What follows belongs to an exercise in optimizing a design on an open flow for small area; a production flow would make more cautious choices.
RTL that was checked went through simulation tests only; none was proved equivalent to the original.
The clock port is modelled as an ideal driver; clocking choices that lean on that would not hold on a real chip.
No activity file was given, so power comes from the tool's default toggle rates.

==> inputs of ember <==
==> flow/design.v <==
module ts_speed(
    clk,
    rst,
    ts_din,
    ts_din_en,
    rate_dout,
    rate_dout_en,
    rate_con_start,
    rate_con_end
);
    input         clk;
    input         rst;
    input  [31:0] ts_din;
    input         ts_din_en;
    input         rate_con_start;
    input         rate_con_end;
    output [7:0]  rate_dout;
    output        rate_dout_en;
    localparam IDLE = 2'd0, RATE_START = 2'd1, RATE_REC = 2'd2, RATE_SEND = 2'd3;
    localparam [10:0] CNT_START = {9'd200, 2'd1};    
    localparam [10:0] REC_END   = {9'd29,  2'd2};    
    localparam [10:0] SEND_END  = {9'd47,  2'd1};    
    reg  [1:0]  st;
    reg         en_r;
    reg  [10:0] cnt;
    reg         oen;         
    reg  [6:0]  lo [1:15];
    reg  [3:0]  slot0, slot1, slot2, slot3;
    wire in_start = (st == RATE_START);
    wire in_rec   = (st == RATE_REC);
    wire clr      = rst | in_start;
    always @(posedge clk) begin
        en_r <= ts_din_en;
        if (rst)
            st <= IDLE;
        else case (st)
            IDLE:       st <= rate_con_start ? RATE_START : IDLE;
            RATE_START: st <= rate_con_end ? IDLE : RATE_REC;
            RATE_REC:   st <= rate_con_end ? IDLE : (cnt == REC_END) ? RATE_SEND : RATE_REC;
            default:    st <= rate_con_end ? IDLE : (cnt == SEND_END) ? RATE_START : RATE_SEND;
        endcase
        oen <= ~rst & (st == RATE_SEND);
        if (in_start)
            cnt <= CNT_START;
        else begin
            cnt[1:0]  <= cnt[1] ? 2'd0 : cnt[1:0] + 2'd1;
            cnt[10:2] <= cnt[10:2] + cnt[1];
        end
    end
    wire [3:0] sel = oen ? cnt[5:2] : ts_din[3:0];
    reg  [6:0] rd;
    integer i;
    always @(*) begin
        rd = 7'd0;
        for (i = 1; i < 16; i = i + 1)
            if (sel == i) rd = lo[i];
    end
    wire hit  = in_rec & ts_din_en & ~en_r & (ts_din[31:4] == 28'd0);
    wire wrap = hit & (&rd);
    wire [6:0] wbus = clr ? 7'd0 : rd + 7'd1;
    genvar k;
    generate
        for (k = 1; k < 16; k = k + 1) begin : g_lo
            always @(posedge clk)
                if (clr | (hit & (sel == k)))
                    lo[k] <= wbus;
        end
    endgenerate
    always @(posedge clk) begin
        if (clr | wrap) begin
            slot0 <= clr ? 4'd0 : ts_din[3:0];
            slot1 <= clr ? 4'd0 : slot0;
            slot2 <= clr ? 4'd0 : slot1;
            slot3 <= clr ? 4'd0 : slot2;
        end
    end
    wire [3:0] ch = cnt[5:2];    
    wire [2:0] p = (slot0 == ch) + (slot1 == ch) + (slot2 == ch) + (slot3 == ch);
    wire [9:0] cval = {p, rd};
    wire [5:0] up     = cnt[7:2];
    wire [1:0] ph     = cnt[1:0];
    wire       is_cnt = up[5] & (up[3:0] != 4'd0);
    wire       lo_b   = oen & is_cnt & ph[1];       
    wire       mid_b  = oen & is_cnt & ph[0];       
    wire       h30    = oen & ~up[5] & ~up[0];      
    wire       h31    = oen & ~up[5] &  up[0];      
    wire       h32    = oen &  up[5] & (up[3:0] == 4'd0);   
    assign rate_dout[7:3] = {5{lo_b}} & cval[7:3];
    assign rate_dout[2]   = (lo_b & cval[2]) | h30;
    assign rate_dout[1]   = (lo_b & cval[1]) | (mid_b & cval[9]);
    assign rate_dout[0]   = (lo_b & cval[0]) | (mid_b & cval[8]) | (h30 & ph[1]) |
                            (h31 & ph[0]) | (h32 & ~ph[0]);
    assign rate_dout_en = oen;
endmodule
==> flow/flow/run.sh <==
#!/bin/bash
# Layout flow: the standard ORFS flow (standard.sh with synth_recipe.tcl)
# with these changes to how the layout is built:
#  - synthesis maps the logic with an area-oriented ABC script
#    (flow/abc_area.script, used through ABC_AREA=1 from a copy of ORFS's
#    scripts folder that differs only in that file); flip-flop mapping,
#    flattening and naming are the standard synthesis's;
#  - port buffers use sky130_fd_sc_hd__buf_1;
#  - clock tree synthesis inserts no dummy loads, and afterwards each leaf
#    clock buffer is shrunk to the smallest size that keeps every flip-flop clock
#    pin's slew under 95 ps (flow/post_cts.tcl).
# The make output goes to standard.log; each ORFS step keeps its own log
# under orfs/logs/.
set -euo pipefail
rm -rf myscripts
cp -r "$FLOW_HOME/scripts" myscripts
chmod -R u+w myscripts
cp -f flow/abc_area.script myscripts/abc_area.script
bash standard.sh \
  "SCRIPTS_DIR=$PWD/myscripts" \
  "POST_CTS_TCL=$PWD/flow/post_cts.tcl" \
  "BUFFER_PORTS_ARGS=-buffer_cell sky130_fd_sc_hd__buf_1" \
  "CTS_ARGS=-sink_clustering_enable -repair_clock_nets -sink_clustering_size 50 -sink_clustering_max_diameter 100 -buf_list sky130_fd_sc_hd__clkbuf_8 -dont_use_dummy_load" \
  finish > standard.log 2>&1
==> flow/flow/abc_area.script <==
strash
dch -f
amap
strash
dch -f
amap
strash
dch -f
amap
topo
==> flow/flow/post_cts.tcl <==
set clk_slew_target 0.095
if { [info exists ::env(CLK_SLEW_TARGET)] } { set clk_slew_target $::env(CLK_SLEW_TARGET) }
set clkbuf_sizes {sky130_fd_sc_hd__clkbuf_2 sky130_fd_sc_hd__clkbuf_4 sky130_fd_sc_hd__clkbuf_8 sky130_fd_sc_hd__clkbuf_16}

proc worst_clock_pin_slew {} {
  set worst 0.0
  foreach pin [get_pins -hierarchical */CLK] {
    foreach prop {slew_max_rise slew_max_fall} {
      set s [get_property $pin $prop]
      if { $s > $worst } { set worst $s }
    }
  }
  return $worst
}

estimate_parasitics -placement
puts "clock buffer resize: worst flip-flop clock slew before [worst_clock_pin_slew]"
set bufs {}
foreach inst [get_cells clkbuf_*] {
  # The root buffer (clkbuf_0_*) keeps its size, so the clock's insertion
  # delay stays as CTS made it.
  if { [string match clkbuf_0_* [get_full_name $inst]] } { continue }
  lappend bufs [get_full_name $inst]
}
set bufs [lsort -decreasing -dictionary $bufs]
foreach name $bufs {
  set inst [get_cells $name]
  set orig [get_property [get_lib_cells -of_objects $inst] name]
  set kept $orig
  foreach size $clkbuf_sizes {
    if { $size eq $orig } { break }
    replace_cell $inst $size
    if { [worst_clock_pin_slew] <= $clk_slew_target } {
      set kept $size
      break
    }
  }
  if { $kept ne [get_property [get_lib_cells -of_objects $inst] name] } {
    replace_cell $inst $kept
  }
  puts "clock buffer resize: $name $orig -> $kept"
}
puts "clock buffer resize: worst flip-flop clock slew after [worst_clock_pin_slew]"
detailed_placement
check_placement -verbose
==> flow/standard.sh <==
#!/bin/bash
# synth_recipe.tcl (not shown) runs the flow's synth.tcl, then flattens the netlist and writes it again
# the make line also repeats each setting of config.mk as NAME=value (left out here)
make -C /OpenROAD-flow-scripts/flow DESIGN_CONFIG=/design/flow/config.mk WORK_HOME=/design/flow/orfs CLKGATE_MAP_FILE= SYNTH_SCRIPT=/design/flow/synth_recipe.tcl "${@:-finish}"
==> flow/config.mk <==
export PLATFORM = sky130hd
export DESIGN_NAME = ts_speed
export DESIGN_NICKNAME = ts_speed
export VERILOG_FILES = /design/flow/design.v
export SDC_FILE = /design/flow/constraint.sdc
export NUM_CORES = 4
export LEC_CHECK = 0
export ABC_AREA = 1
export CAP_MARGIN = 20
export CORE_MARGIN = 2
export CORE_UTILIZATION = 60
export CTS_BUF_LIST = sky130_fd_sc_hd__clkbuf_8
export CTS_CLUSTER_DIAMETER = 100
export CTS_CLUSTER_SIZE = 50
export GPL_TIMING_DRIVEN = 0
export SLEW_MARGIN = 20
==> flow/constraint.sdc <==
create_clock -name core_clock -period 5.0 [get_ports {clk}]
set_input_delay 1.0000 -clock core_clock [delete_from_list [all_inputs] [get_ports {clk}]]
set_output_delay 1.0000 -clock core_clock [all_outputs]
set_load 0.01 [all_outputs]
==> inputs of maple, as changes to ember <==
==> flow/design.v, changed modules only <==
module ts_speed(
    clk,
    rst,
    ts_din,
    ts_din_en,
    rate_dout,
    rate_dout_en,
    rate_con_start,
    rate_con_end
);
    input         clk;
    input         rst;
    input  [31:0] ts_din;
    input         ts_din_en;
    input         rate_con_start;
    input         rate_con_end;
    output [7:0]  rate_dout;
    output        rate_dout_en;
    localparam IDLE = 2'd0, RATE_START = 2'd1, RATE_REC = 2'd2, RATE_SEND = 2'd3;
    localparam [10:0] CNT_START = {9'd200, 2'd1};    
    localparam [10:0] REC_END   = {9'd29,  2'd2};    
    localparam [10:0] SEND_END  = {9'd47,  2'd1};    
    reg  [1:0]  st;
    reg         en_r;
    reg  [10:0] cnt;
    reg         oen;         
    reg  [6:0]  lo [1:15];
    reg  [3:0]  slot0, slot1, slot2, slot3;
    wire in_start = (st == RATE_START);
    wire in_rec   = (st == RATE_REC);
    wire clr      = rst | in_start;
    always @(posedge clk) begin
        en_r <= ts_din_en;
        if (rst)
            st <= IDLE;
        else case (st)
            IDLE:       st <= rate_con_start ? RATE_START : IDLE;
            RATE_START: st <= rate_con_end ? IDLE : RATE_REC;
            RATE_REC:   st <= rate_con_end ? IDLE : (cnt == REC_END) ? RATE_SEND : RATE_REC;
            default:    st <= rate_con_end ? IDLE : (cnt == SEND_END) ? RATE_START : RATE_SEND;
        endcase
        oen <= ~rst & (st == RATE_SEND);
        if (in_start)
            cnt <= CNT_START;
        else begin
            cnt[1:0]  <= cnt[1] ? 2'd0 : cnt[1:0] + 2'd1;
            cnt[10:2] <= cnt[10:2] + cnt[1];
        end
    end
    wire [3:0] sel = in_rec ? ts_din[3:0] : cnt[5:2];
    reg  [6:0] rd;
    integer i;
    always @(*) begin
        rd = 7'd0;
        for (i = 1; i < 16; i = i + 1)
            if (sel == i) rd = lo[i];
    end
    wire hit  = in_rec & ts_din_en & ~en_r & (ts_din[31:4] == 28'd0);
    wire wrap = hit & (&rd);
    wire [6:0] wbus = clr ? 7'd0 : rd + 7'd1;
    genvar k;
    generate
        for (k = 1; k < 16; k = k + 1) begin : g_lo
            always @(posedge clk)
                if (clr | (hit & (sel == k)))
                    lo[k] <= wbus;
        end
    endgenerate
    always @(posedge clk) begin
        if (clr | wrap) begin
            slot0 <= clr ? 4'd0 : sel;
            slot1 <= clr ? 4'd0 : slot0;
            slot2 <= clr ? 4'd0 : slot1;
            slot3 <= clr ? 4'd0 : slot2;
        end
    end
    wire [2:0] p = (slot0 == sel) + (slot1 == sel) + (slot2 == sel) + (slot3 == sel);
    wire [9:0] cval = {p, rd};
    wire [5:0] up = cnt[7:2];
    wire [1:0] ph = cnt[1:0];
    reg  [7:0] byte_n;
    always @(*) begin
        if (up[5] & (up[3:0] != 4'd0))
            case (ph)
                2'd1:    byte_n = {6'd0, cval[9:8]};
                2'd2:    byte_n = cval[7:0];
                default: byte_n = 8'h00;
            endcase
        else if (~up[5] & ~up[0])                
            byte_n = {5'd0, 1'b1, 1'b0, ph[1]};
        else if (~up[5])                         
            byte_n = {7'd0, ph == 2'd1};
        else                                     
            byte_n = {7'd0, ph != 2'd1};
    end
    assign rate_dout    = oen ? byte_n : 8'h00;
    assign rate_dout_en = oen;
endmodule
--- a/flow/flow/run.sh
+++ b/flow/flow/run.sh
@@ -6,9 +6,7 @@
 #    scripts folder that differs only in that file); flip-flop mapping,
 #    flattening and naming are the standard synthesis's;
 #  - port buffers use sky130_fd_sc_hd__buf_1;
-#  - clock tree synthesis inserts no dummy loads, and afterwards each leaf
-#    clock buffer is shrunk to the smallest size that keeps every flip-flop clock
-#    pin's slew under 95 ps (flow/post_cts.tcl).
+#  - clock tree synthesis inserts no dummy loads.
 # The make output goes to standard.log; each ORFS step keeps its own log
 # under orfs/logs/.
 set -euo pipefail
@@ -18,7 +16,6 @@
 cp -f flow/abc_area.script myscripts/abc_area.script
 bash standard.sh \
   "SCRIPTS_DIR=$PWD/myscripts" \
-  "POST_CTS_TCL=$PWD/flow/post_cts.tcl" \
   "BUFFER_PORTS_ARGS=-buffer_cell sky130_fd_sc_hd__buf_1" \
   "CTS_ARGS=-sink_clustering_enable -repair_clock_nets -sink_clustering_size 50 -sink_clustering_max_diameter 100 -buf_list sky130_fd_sc_hd__clkbuf_8 -dont_use_dummy_load" \
   finish > standard.log 2>&1
removed: flow/flow/post_cts.tcl
==> inputs of zinc, as changes to ember <==
==> flow/design.v, changed modules only <==
module ts_speed(
    clk,
    rst,
    ts_din,
    ts_din_en,
    rate_dout,
    rate_dout_en,
    rate_con_start,
    rate_con_end
);
    input         clk;
    input         rst;
    input  [31:0] ts_din;
    input         ts_din_en;
    input         rate_con_start;
    input         rate_con_end;
    output [7:0]  rate_dout;
    output        rate_dout_en;
    localparam IDLE = 2'd0, RATE_START = 2'd1, RATE_REC = 2'd2, RATE_SEND = 2'd3;
    localparam [10:0] CNT_START = {9'd200, 2'd1};    
    wire rec_end  = ~cnt[10] & ~cnt[9] & cnt[6] & cnt[5] & cnt[4] & cnt[2] & cnt[1];
    wire send_end = cnt[7] & cnt[5] & cnt[4] & cnt[3] & cnt[2] & cnt[0];
    reg  [1:0]  st;
    reg         en_r;
    reg  [10:0] cnt;
    reg         oen;         
    reg  [6:0]  lo [1:15];
    reg  [3:0]  slot0, slot1, slot2, slot3;
    wire in_start = (st == RATE_START);
    wire in_rec   = (st == RATE_REC);
    wire clr      = in_start;
    always @(posedge clk) begin
        en_r <= ts_din_en;
        if (rst)
            st <= IDLE;
        else case (st)
            IDLE:       st <= rate_con_start ? RATE_START : IDLE;
            RATE_START: st <= rate_con_end ? IDLE : RATE_REC;
            RATE_REC:   st <= rate_con_end ? IDLE : rec_end ? RATE_SEND : RATE_REC;
            default:    st <= rate_con_end ? IDLE : send_end ? RATE_START : RATE_SEND;
        endcase
        oen <= ~rst & (st == RATE_SEND);
        if (in_start)
            cnt <= CNT_START;
        else begin
            cnt[1:0]  <= cnt[1] ? 2'd0 : cnt[1:0] + 2'd1;
            cnt[10:2] <= cnt[10:2] + cnt[1];
        end
    end
    wire [3:0] sel = oen ? cnt[5:2] : ts_din[3:0];
    reg  [6:0] rd;
    integer i;
    always @(*) begin
        rd = 7'd0;
        for (i = 1; i < 16; i = i + 1)
            if (sel == i) rd = lo[i];
    end
    wire hit  = in_rec & ts_din_en & ~en_r & (ts_din[31:4] == 28'd0);
    wire wrap = hit & (&rd);
    wire [6:0] wbus = clr ? 7'd0 : rd + 7'd1;
    genvar k;
    generate
        for (k = 1; k < 16; k = k + 1) begin : g_lo
            always @(posedge clk)
                if (clr | (hit & (sel == k)))
                    lo[k] <= wbus;
        end
    endgenerate
    always @(posedge clk) begin
        if (clr | wrap) begin
            slot0 <= clr ? 4'd0 : ts_din[3:0];
            slot1 <= clr ? 4'd0 : slot0;
            slot2 <= clr ? 4'd0 : slot1;
            slot3 <= clr ? 4'd0 : slot2;
        end
    end
    wire [3:0] ch = cnt[5:2];    
    wire [2:0] p = (slot0 == ch) + (slot1 == ch) + (slot2 == ch) + (slot3 == ch);
    wire [9:0] cval = {p, rd};
    wire [5:0] up     = cnt[7:2];
    wire [1:0] ph     = cnt[1:0];
    wire       is_cnt = up[5] & (up[3:0] != 4'd0);
    wire       lo_b   = oen & is_cnt & ph[1];       
    wire       mid_b  = oen & is_cnt & ph[0];       
    wire       h30    = oen & ~up[5] & ~up[0];      
    wire       h31    = oen & ~up[5] &  up[0];      
    wire       h32    = oen &  up[5] & (up[3:0] == 4'd0);   
    assign rate_dout[7:3] = {5{lo_b}} & cval[7:3];
    assign rate_dout[2]   = (lo_b & cval[2]) | h30;
    assign rate_dout[1]   = (lo_b & cval[1]) | (mid_b & cval[9]);
    assign rate_dout[0]   = (lo_b & cval[0]) | (mid_b & cval[8]) | (h30 & ph[1]) |
                            (h31 & ph[0]) | (h32 & ~ph[0]);
    assign rate_dout_en = oen;
endmodule
==> inputs of fjord, as changes to ember <==
==> flow/design.v, changed modules only <==
module ts_speed(
    clk,
    rst,
    ts_din,
    ts_din_en,
    rate_dout,
    rate_dout_en,
    rate_con_start,
    rate_con_end
);
    input         clk;
    input         rst;
    input  [31:0] ts_din;
    input         ts_din_en;
    input         rate_con_start;
    input         rate_con_end;
    output [7:0]  rate_dout;
    output        rate_dout_en;
    localparam IDLE = 2'd0, RATE_START = 2'd1, RATE_REC = 2'd2, RATE_SEND = 2'd3;
    localparam [10:0] CNT_START = {9'd200, 2'd1};    
    localparam [10:0] REC_END   = {9'd29,  2'd2};    
    localparam [10:0] SEND_END  = {9'd47,  2'd1};    
    reg  [1:0]  st;
    reg         en_r;
    reg  [10:0] cnt;
    reg         oen;         
    reg  [6:0]  lo [1:15];
    reg  [3:0]  slot0, slot1, slot2, slot3;
    wire in_start = (st == RATE_START);
    wire in_rec   = (st == RATE_REC);
    wire clr      = rst | in_start;
    always @(posedge clk) begin
        en_r <= ts_din_en;
        if (rst)
            st <= IDLE;
        else case (st)
            IDLE:       st <= rate_con_start ? RATE_START : IDLE;
            RATE_START: st <= rate_con_end ? IDLE : RATE_REC;
            RATE_REC:   st <= rate_con_end ? IDLE : (cnt == REC_END) ? RATE_SEND : RATE_REC;
            default:    st <= rate_con_end ? IDLE : (cnt == SEND_END) ? RATE_START : RATE_SEND;
        endcase
        oen <= ~rst & (st == RATE_SEND);
        if (in_start)
            cnt <= CNT_START;
        else begin
            cnt[1:0]  <= cnt[1] ? 2'd0 : cnt[1:0] + 2'd1;
            cnt[10:2] <= cnt[10:2] + cnt[1];
        end
    end
    reg        hit_r;
    reg  [3:0] idx_r;
    always @(posedge clk) begin
        hit_r <= in_rec & ts_din_en & ~en_r & (ts_din[31:4] == 28'd0);
        idx_r <= ts_din[3:0];
    end
    wire [3:0] sel = hit_r ? idx_r : cnt[5:2];
    reg  [6:0] rd;
    integer i;
    always @(*) begin
        rd = 7'd0;
        for (i = 1; i < 16; i = i + 1)
            if (sel == i) rd = lo[i];
    end
    wire hit  = hit_r;
    wire wrap = hit & (&rd);
    wire [6:0] wbus = clr ? 7'd0 : rd + 7'd1;
    genvar k;
    generate
        for (k = 1; k < 16; k = k + 1) begin : g_lo
            always @(posedge clk)
                if (clr | (hit & (sel == k)))
                    lo[k] <= wbus;
        end
    endgenerate
    always @(posedge clk) begin
        if (clr | wrap) begin
            slot0 <= clr ? 4'd0 : idx_r;
            slot1 <= clr ? 4'd0 : slot0;
            slot2 <= clr ? 4'd0 : slot1;
            slot3 <= clr ? 4'd0 : slot2;
        end
    end
    wire [3:0] ch = cnt[5:2];    
    wire [2:0] p = (slot0 == ch) + (slot1 == ch) + (slot2 == ch) + (slot3 == ch);
    wire [9:0] cval = {p, rd};
    wire [5:0] up = cnt[7:2];
    wire [1:0] ph = cnt[1:0];
    reg  [7:0] byte_n;
    always @(*) begin
        if (up[5] & (up[3:0] != 4'd0))
            case (ph)
                2'd1:    byte_n = {6'd0, cval[9:8]};
                2'd2:    byte_n = cval[7:0];
                default: byte_n = 8'h00;
            endcase
        else if (~up[5] & ~up[0])                
            byte_n = {5'd0, 1'b1, 1'b0, ph[1]};
        else if (~up[5])                         
            byte_n = {7'd0, ph == 2'd1};
        else                                     
            byte_n = {7'd0, ph != 2'd1};
    end
    assign rate_dout    = oen ? byte_n : 8'h00;
    assign rate_dout_en = oen;
endmodule
==> summary of the runs <==
The highest die area belongs to fjord, the lowest to zinc. Synthesized cell count: zinc < ember < fjord < maple. Between ember and zinc, the lower critical path depth is in ember (gap 1). Sequential share of layout area: zinc is higher than fjord (2.7 points). Final cell count, lowest first: zinc, ember, maple, fjord. Of zinc and ember, ember has the higher first-iteration DRC count (gap 19%, measured against ember). Against ember, the total power of fjord is larger by about 45%. Area after synthesis, lowest first: zinc, ember, maple, fjord. Clock power, lowest first: ember, zinc, fjord, maple.
==> figures <==
metric                                                               zinc           fjord           ember           maple
Run status                                                 finished clean  finished clean  finished clean  finished clean
Total routed wire length on the met1 layer                        5140 µm         5290 µm         5040 µm         5230 µm
CP endpoint                                                  rate_dout[5]    rate_dout[5]    rate_dout[0]    rate_dout[0]
Proportion of total power due to net switching                      0.266           0.326           0.267           0.325
Total number of vias                                                 3864            3985            3887            3877
RePlAce Congestion                                                  0.878           0.851           0.867           0.885
Setup Slack @ Placement                                         -0.201 ns       -0.806 ns       -0.202 ns       -0.742 ns
Register area                                                    3940 µm²        4040 µm²        3930 µm²        3930 µm²
Average cell area after synthesis                                12.9 µm²        13.1 µm²        12.9 µm²        12.7 µm²
Final area over synthesized area                                   1.098x          1.143x          1.094x          1.128x
Initial DRC count                                                     347             334             427             378
Setup slack, reg-to-reg                                           0.49 ns         0.29 ns         0.47 ns         0.62 ns
Power of the sequential group                                     1430 µW         1900 µW         1490 µW         1800 µW
Area of combinational cells with multiple inputs                 1520 µm²        1760 µm²        1550 µm²        1660 µm²
Routed length on met3                                              985 µm          989 µm         1070 µm          866 µm
Unrepaired setup endpoints after global routing                         -               -              no              no
Fraction of the mapped netlist area in simple logic gates           0.120           0.119           0.130           0.128
Standby leakage power                                          0.00196 µW      0.00222 µW      0.00205 µW      0.00214 µW
Total power consumption of the routed design                      2300 µW         3400 µW         2350 µW         3400 µW
The RTL of fjord was laid out without a check of its function.

==> what the ideal ports hide <==
How much do the figures lean on ideal ports? The routed layouts below were timed once more, with nothing changed but the port constraints.
Step 1, drivers: a clkbuf_16 drives clk and a buf_2 each remaining input, both assumed.
Step 2, shift: input delay + t, output delay - t, t = (earliest + latest rising clock arrival at the registers) / 2. This alone moves slack from input paths to output paths.
a / b / c = ideal / step 1 / step 2; a / b = the first two.
run	t, ns	setup WS [ns]	cell pins on the clock port's net
ember	0.432	0.343 / 0.307 / 0.136	1
maple	0.450	0.326 / 0.292 / 0.184	1
zinc	0.431	0.232 / 0.209 / 0.014	1
fjord	0.433	0.234 / 0.200 / 0.290	1
After both steps setup and hold are still met in every run listed. For zinc, which loses most, drivers alone change the setup slack by -0.023 ns; drivers and shift together by -0.218 ns.
